This design comes from an exercise in tuning for small area on the open sky130 flow, not from production work.
For this run, only the layout was checked, not whether the RTL still works.
Power is estimated from default activity; no workload was simulated.

File: design/flow/design.v
module arbiter (
	input            clk,
	input            rst,
	input      [3:0] req,
	output reg [3:0] gnt
);
	reg [1:0] mask;
	reg       lasmask;
	reg       ledge;
	wire comreq = |(req & gnt);
	wire beg    = (|req) & ~comreq;
	reg [3:0] nxt;
	always @* begin
		case (mask)
			2'd0: nxt = req[1] ? 4'b0010 : req[2] ? 4'b0100 : req[3] ? 4'b1000 : req[0] ? 4'b0001 : 4'b0000;
			2'd1: nxt = req[2] ? 4'b0100 : req[3] ? 4'b1000 : req[0] ? 4'b0001 : req[1] ? 4'b0010 : 4'b0000;
			2'd2: nxt = req[3] ? 4'b1000 : req[0] ? 4'b0001 : req[1] ? 4'b0010 : req[2] ? 4'b0100 : 4'b0000;
			default: nxt = req[0] ? 4'b0001 : req[1] ? 4'b0010 : req[2] ? 4'b0100 : req[3] ? 4'b1000 : 4'b0000;
		endcase
	end
	always @(posedge clk)
		if (rst)
			gnt <= 4'b0000;
		else if (!comreq)
			gnt <= nxt;
	always @(posedge clk) begin
		lasmask <= beg & ~ledge & ~lasmask;
		ledge   <= beg & (ledge ^ lasmask);
	end
	always @(posedge clk)
		if (rst)
			mask <= 2'b00;
		else if (lasmask)
			mask <= {gnt[3] | gnt[2], gnt[3] | gnt[1]};
endmodule
module crossbar (
	input clk,
	input reset,
	input master_0_req,				 
	output master_0_ack,
	input master_0_cmd,				 
	output master_0_resp,
	input [31:0] master_0_addr,
	input [31:0] master_0_wdata,
	output [31:0] master_0_rdata,
	input master_1_req,				 
	output master_1_ack,
	input master_1_cmd,				 
	output master_1_resp,
	input [31:0] master_1_addr,
	input [31:0] master_1_wdata,
	output [31:0] master_1_rdata,
	input master_2_req,
	output master_2_ack,
	input master_2_cmd,
	output master_2_resp,
	input [31:0] master_2_addr,
	input [31:0] master_2_wdata,
	output [31:0] master_2_rdata,
	input master_3_req,
	output master_3_ack,
	input master_3_cmd,
	output master_3_resp,
	input [31:0] master_3_addr,
	input [31:0] master_3_wdata,
	output [31:0] master_3_rdata,
	output slave_0_req,
	input slave_0_ack,
	output slave_0_cmd,
	input slave_0_resp,
	input [31:0] slave_0_rdata,
	output [31:0] slave_0_wdata,
	output [31:0] slave_0_addr,
	output slave_1_req,
	input slave_1_ack,
	output slave_1_cmd,
	input slave_1_resp,
	input [31:0] slave_1_rdata,
	output [31:0] slave_1_wdata,
	output [31:0] slave_1_addr,
	output slave_2_req,
	input slave_2_ack,
	output slave_2_cmd,
	input slave_2_resp,
	input [31:0] slave_2_rdata,
	output [31:0] slave_2_wdata,
	output [31:0] slave_2_addr,
	output slave_3_req,
	input slave_3_ack,
	output slave_3_cmd,
	input slave_3_resp,
	input [31:0] slave_3_rdata,
	output [31:0] slave_3_wdata,
	output [31:0] slave_3_addr
	);
	wire [3:0] req  = {master_3_req, master_2_req, master_1_req, master_0_req};
	wire [3:0] cmd  = {master_3_cmd, master_2_cmd, master_1_cmd, master_0_cmd};
	wire [3:0] sack = {slave_3_ack, slave_2_ack, slave_1_ack, slave_0_ack};
	wire [3:0] sresp = {slave_3_resp, slave_2_resp, slave_1_resp, slave_0_resp};
	wire any_ack  = |sack;
	wire any_resp = |sresp;
	wire [3:0] gnt;
	arbiter arb (.clk(clk), .rst(reset), .req(req), .gnt(gnt));
	wire [64:0] mx = ({65{gnt[0]}} & {master_0_cmd, master_0_addr, master_0_wdata})
	               | ({65{gnt[1]}} & {master_1_cmd, master_1_addr, master_1_wdata})
	               | ({65{gnt[2]}} & {master_2_cmd, master_2_addr, master_2_wdata})
	               | ({65{gnt[3]}} & {master_3_cmd, master_3_addr, master_3_wdata});
	assign {slave_0_cmd, slave_0_addr, slave_0_wdata} = {65{slave_0_ack}} & mx;
	assign {slave_1_cmd, slave_1_addr, slave_1_wdata} = {65{slave_1_ack}} & mx;
	assign {slave_2_cmd, slave_2_addr, slave_2_wdata} = {65{slave_2_ack}} & mx;
	assign {slave_3_cmd, slave_3_addr, slave_3_wdata} = {65{slave_3_ack}} & mx;
	wire [1:0] sa = mx[63:62];
	assign slave_0_req = (|gnt) & ~sa[1] & ~sa[0];
	assign slave_1_req = ~sa[1] &  sa[0];
	assign slave_2_req =  sa[1] & ~sa[0];
	assign slave_3_req =  sa[1] &  sa[0];
	assign master_0_ack = gnt[0] & any_ack;
	assign master_1_ack = gnt[1] & any_ack;
	assign master_2_ack = gnt[2] & any_ack;
	assign master_3_ack = gnt[3] & any_ack;
	reg [3:0] rd_own;
	always @(posedge clk)
		if (reset | any_resp)
			rd_own <= 4'b0000;
		else if (|gnt)
			rd_own <= gnt & ~cmd;
	wire [3:0] mresp = rd_own & {4{any_resp}};
	assign {master_3_resp, master_2_resp, master_1_resp, master_0_resp} = mresp;
	wire [3:0] psel = {~(sresp[0] | sresp[1] | sresp[2]),
	                   ~sresp[0] & ~sresp[1] & sresp[2],
	                   ~sresp[0] & sresp[1],
	                   sresp[0]};
	wire [31:0] rsel = ({32{psel[0]}} & slave_0_rdata)
	                 | ({32{psel[1]}} & slave_1_rdata)
	                 | ({32{psel[2]}} & slave_2_rdata)
	                 | ({32{psel[3]}} & slave_3_rdata);
	assign master_0_rdata = {32{mresp[0]}} & rsel;
	assign master_1_rdata = {32{mresp[1]}} & rsel;
	assign master_2_rdata = {32{mresp[2]}} & rsel;
	assign master_3_rdata = {32{mresp[3]}} & rsel;
endmodule
File: design/flow/standard.sh
#!/bin/bash
# synth_recipe.tcl (not shown) runs the flow's synth.tcl, then flattens the netlist and writes it again
# the make line also repeats each setting of config.mk as NAME=value (left out here)
make -C /OpenROAD-flow-scripts/flow DESIGN_CONFIG=/design/flow/config.mk WORK_HOME=/design/flow/orfs CLKGATE_MAP_FILE= SYNTH_SCRIPT=/design/flow/synth_recipe.tcl "${@:-finish}"
File: design/flow/config.mk
export PLATFORM = sky130hd
export DESIGN_NAME = crossbar
export DESIGN_NICKNAME = crossbar
export VERILOG_FILES = /design/flow/design.v
export SDC_FILE = /design/flow/constraint.sdc
export NUM_CORES = 4
export LEC_CHECK = 0
export CAP_MARGIN = 20
export CORE_AREA = 5 5 295 295
export DIE_AREA = 0 0 300 300
export SLEW_MARGIN = 20
File: design/flow/flow/run.sh
#!/bin/bash
# Standard ORFS layout, but the port buffers that buffer_ports inserts are the
# smallest plain buffer instead of the cell it picks by default.
set -euo pipefail
bash standard.sh "BUFFER_PORTS_ARGS=-buffer_cell sky130_fd_sc_hd__buf_1" finish > standard.log 2>&1
File: design/flow/constraint.sdc
create_clock -name core_clock -period 6.0 [get_ports {clk}]
set_input_delay 1.2000 -clock core_clock [delete_from_list [all_inputs] [get_ports {clk}]]
set_output_delay 1.2000 -clock core_clock [all_outputs]
set_load 0.01 [all_outputs]
==> summary.txt <==
## worst reg2reg max path, delay by kind of cell, from the launching register on
family                 cells  cell delay, ns
AND/OR/NAND/NOR            2            0.24
flip-flops                 1            0.68
AO/OA/AOI/OAI              1            0.29
multiplexers               1            0.20
buffers and inverters      1            0.55
## layout make-up
type                       count  share of cell area
multi-input combinational    759               0.479
timing repair buffer         824               0.337
tap                         1080               0.143
sequential                    12              0.0269
clock buffer                   3             0.00792
antenna                       16             0.00423
inverter                       6             0.00238
clock inverter                 1            0.000396
## layer usage
layer / vias up / share of wire / GRT usage
met5: - / 0.00066 / 0
met4: 6 / 0.036 / 0.0402
met3: 82 / 0.084 / 0.0246
met2: 719 / 0.49 / 0.204
met1: 4496 / 0.39 / 0.135
li1: 4458 / - / -
## registers in the layout, indices dropped and copies added, names as in the netlist
register,count
arb.gnt,4
rd_own,4
arb.mask,2
arb.lasmask,1
arb.ledge,1
## stage by stage
step	hold WS [ns]	utilization	std cells	area [um^2]	total power [uW]
2_1_floorplan	0.429	-	866	5190	886
3_3_place_gp	0.437	0.112	2681	9360	1670
3_5_place_dp	0.450	0.112	2681	9360	1690
4_1_cts	0.455	0.113	2685	9430	1830
6_report	0.455	0.113	2701	9470	1800
5_1_grt	0.484	0.113	2693	9450	1930
## kinds of logic after synthesis
| group | Yosys count | synth area share |
|---|---|---|
| buf+inv | 95 | 0.0812 |
| compound gates | 223 | 0.313 |
| xor+xnor | 1 | 0.00169 |
| simple gates | 508 | 0.506 |
| flops | 12 | 0.0463 |
| mux | 27 | 0.0520 |
## worst min-delay path by stage
| stage | end | from | slack (ns) |
|---|---|---|---|
| final | arb.lasmask | arb.ledge | 0.46 |
| after global routing | arb.lasmask | arb.ledge | 0.48 |
| after CTS | arb.lasmask | arb.ledge | 0.45 |
| after detailed placement | arb.lasmask | arb.ledge | 0.45 |
| after global placement | arb.lasmask | arb.ledge | 0.44 |
| after floorplan | arb.lasmask | arb.ledge | 0.43 |
## power breakdown
group / leakage [uW] / internal [uW] / switching, uW
clock: 0.0000386 / 88.5 / 42.9
sequential: 0.000101 / 98.3 / 64.0
combinational: 0.00309 / 475 / 1030
## cells in the final DEF (no fill, tap or decap), types with 2 or more instances in the layout
master / Yosys / layout
nor2_1: 143 / 143
a22oi_1: 168 / 168
dfxtp_1: 12 / 8
buf_1: 3 / 794
mux2i_1: 27 / 27
a211oi_1: 2 / 2
clkbuf_2: 0 / 6
inv_1: 6 / 6
clkbuf_16: 0 / 3
nand2_1: 85 / 85
dfxtp_4: 0 / 4
nor2b_1: 8 / 8
a21oi_1: 10 / 10
and2_1: 261 / 261
buf_4: 11 / 23
diode_2: 0 / 16
o21a_1: 20 / 20
o22ai_1: 3 / 3
o21ai_0: 13 / 13
==> flow_summary.toml <==
[routing]
drt_iter0_drc = 896
drt-pass1-iter-count = 6
wl_per_cell_um = 21.3
vias_per_cell = 3.61
drtAntennaViolNets = 0
num_vias = 9761
remaining_drc_errors = 0
routed_wirelength_mm = 57.6

[final_layout]
fillCellCount = 9853
multi_input_area_mm2 = 0.00454
drive_gt1_frac = 0.0274
finalNetCount = 2008
syn_to_final_growth_pct = 82.4
seq_area_um2 = 255

[yosys]
ys_ff_latch = 12
synth.distinct_cells = 36
synth_cells = 866
syn_nets = 1268
yosysTopAreaCellShare = 0.314
synth_commonest_cells = "261 x and2_1, 168 x a22oi_1, 143 x nor2_1"
synth_top_area_cell = "and2_1"
syn_area_mm2 = 0.00519
yosys-top-cells-area = "and2_1 31%, a22oi_1 24%, nor2_1 10%, nand2_1 6.1%, mux2i_1 5.2%"
ys_seq_area_frac = 0.0463
synth-edff-count = 0
async_flop_share = 0
ys.flop_type = "dfxtp_1"
yosysMostFrequentCell = "and2_1"
ys_warn_count = 2
synth.avg_cell_area_um2 = 6.00

[worst_setup_path]
crit_arrival_ns = 3.64
path_class = "primary input to output pin"
path_max_fanout = 11
endpoint = "master_1_rdata[19]"
end_kind = "output pin"
rrSetupSlack_ns = 3.92
cp_cell_sequence = "clkbuf_2 > buf_4 > mux2i_1 > o21ai_0 > mux2i_1 > nor2_1 > buf_1"
start_kind = "primary input"
critPathMaxStageDelay_ns = 0.88
crit_start = "slave_2_resp"
required_ns = 4.80
path_buf_inv = 3
r2r-start = "arb.gnt[0]"
crit_family = "multiplexers"
slowest_stage = "mux2i_1"
path_depth = 7
r2r_end = "arb.gnt[2]"
r2r_cells = 5
critPathMostFrequentCell = "mux2i_1"

[global_route]
antenna_found_initial = 19
gr-total-overflow = 0
grt_pass1_vias = 8909
grt_usage = 0.114
grt_max_degree = 67
grt_first_pass_wirelength_mm = 72.4

[timing]
hold_viol_final = 0
slew-limit-headroom = 0.267
drv_slew = 0
finalCritPeriodShare = 0.806
setup_slack_ns = 1.16
rsz0062_at_grt = "false"
worst_pin_slew_ns = 1.07
fmax_mhz = 207
finClkSkew_ns = 0.00222
fin_crit_ns = 4.84
setup_viol = 0
finalSetupTns_ns = 0

[status]
status = "finished clean"

[clock_tree]
postCtsSetupBuffers = 0
root_buffer = "clkbuf_16"
clk_pin_slew_ns = 0.05
insertion_delay_ns = 0.25
ctsLongestPathBuffers = 2
cts_tree = "done"
ctsHoldBuffers = 0
cts_buffers = 3
cts.repair.resized = 0
htreeDepth = 1
cts_sinks = 12

[min_path]
min_delay_path_depth = 1
hp-class = "flop to flop"

[floorplanning]
start_util = 0.0622
rows = 106
fp.coreArea_mm2 = 0.0836
die_x_um = 300
die_h_um = 300
die_area_mm2 = 0.0900
pin_count = 802

[placement]
gp_congestion = 0.894
dp_hpwl_mm = 50.9
place_ws_ns = 1.14
port_buffers = 801

[pwr]
power_density_mw_per_mm2 = 190
irDropWorstVdd_uv = 96.5
p_leak_uw = 0.00323

[job]
max_cap_violations = 0

[afterwards: timing with drivers on the ports]
The results above use ideal ports. As a check the final layout listed here was re-extracted and re-timed, cells and wires unchanged. Step 1 assumes that a clkbuf_16 drives the clock port and a buf_2 every other input. Step 2 moves the port delays by t, midway between the first and last clock arrival at a register: inputs arrive t later, outputs are due t later. That takes back most of the time a late clock gives input paths. a / b / c = ideal / step 1 / step 2; a / b = the first two.
t (ns): 0.289
slack for setup (ns): 1.163 / 1.138 / 1.138
worst hold slack (ns): 0.455 / 0.455 / 0.455
clock arrival spread, ns: 0.002 / 0.002
worst slew at a driven data input, ns: 0.17
After both steps this run still meets setup and hold. For this run, drivers alone change the setup slack by -0.025 ns; drivers and shift together by -0.025 ns.
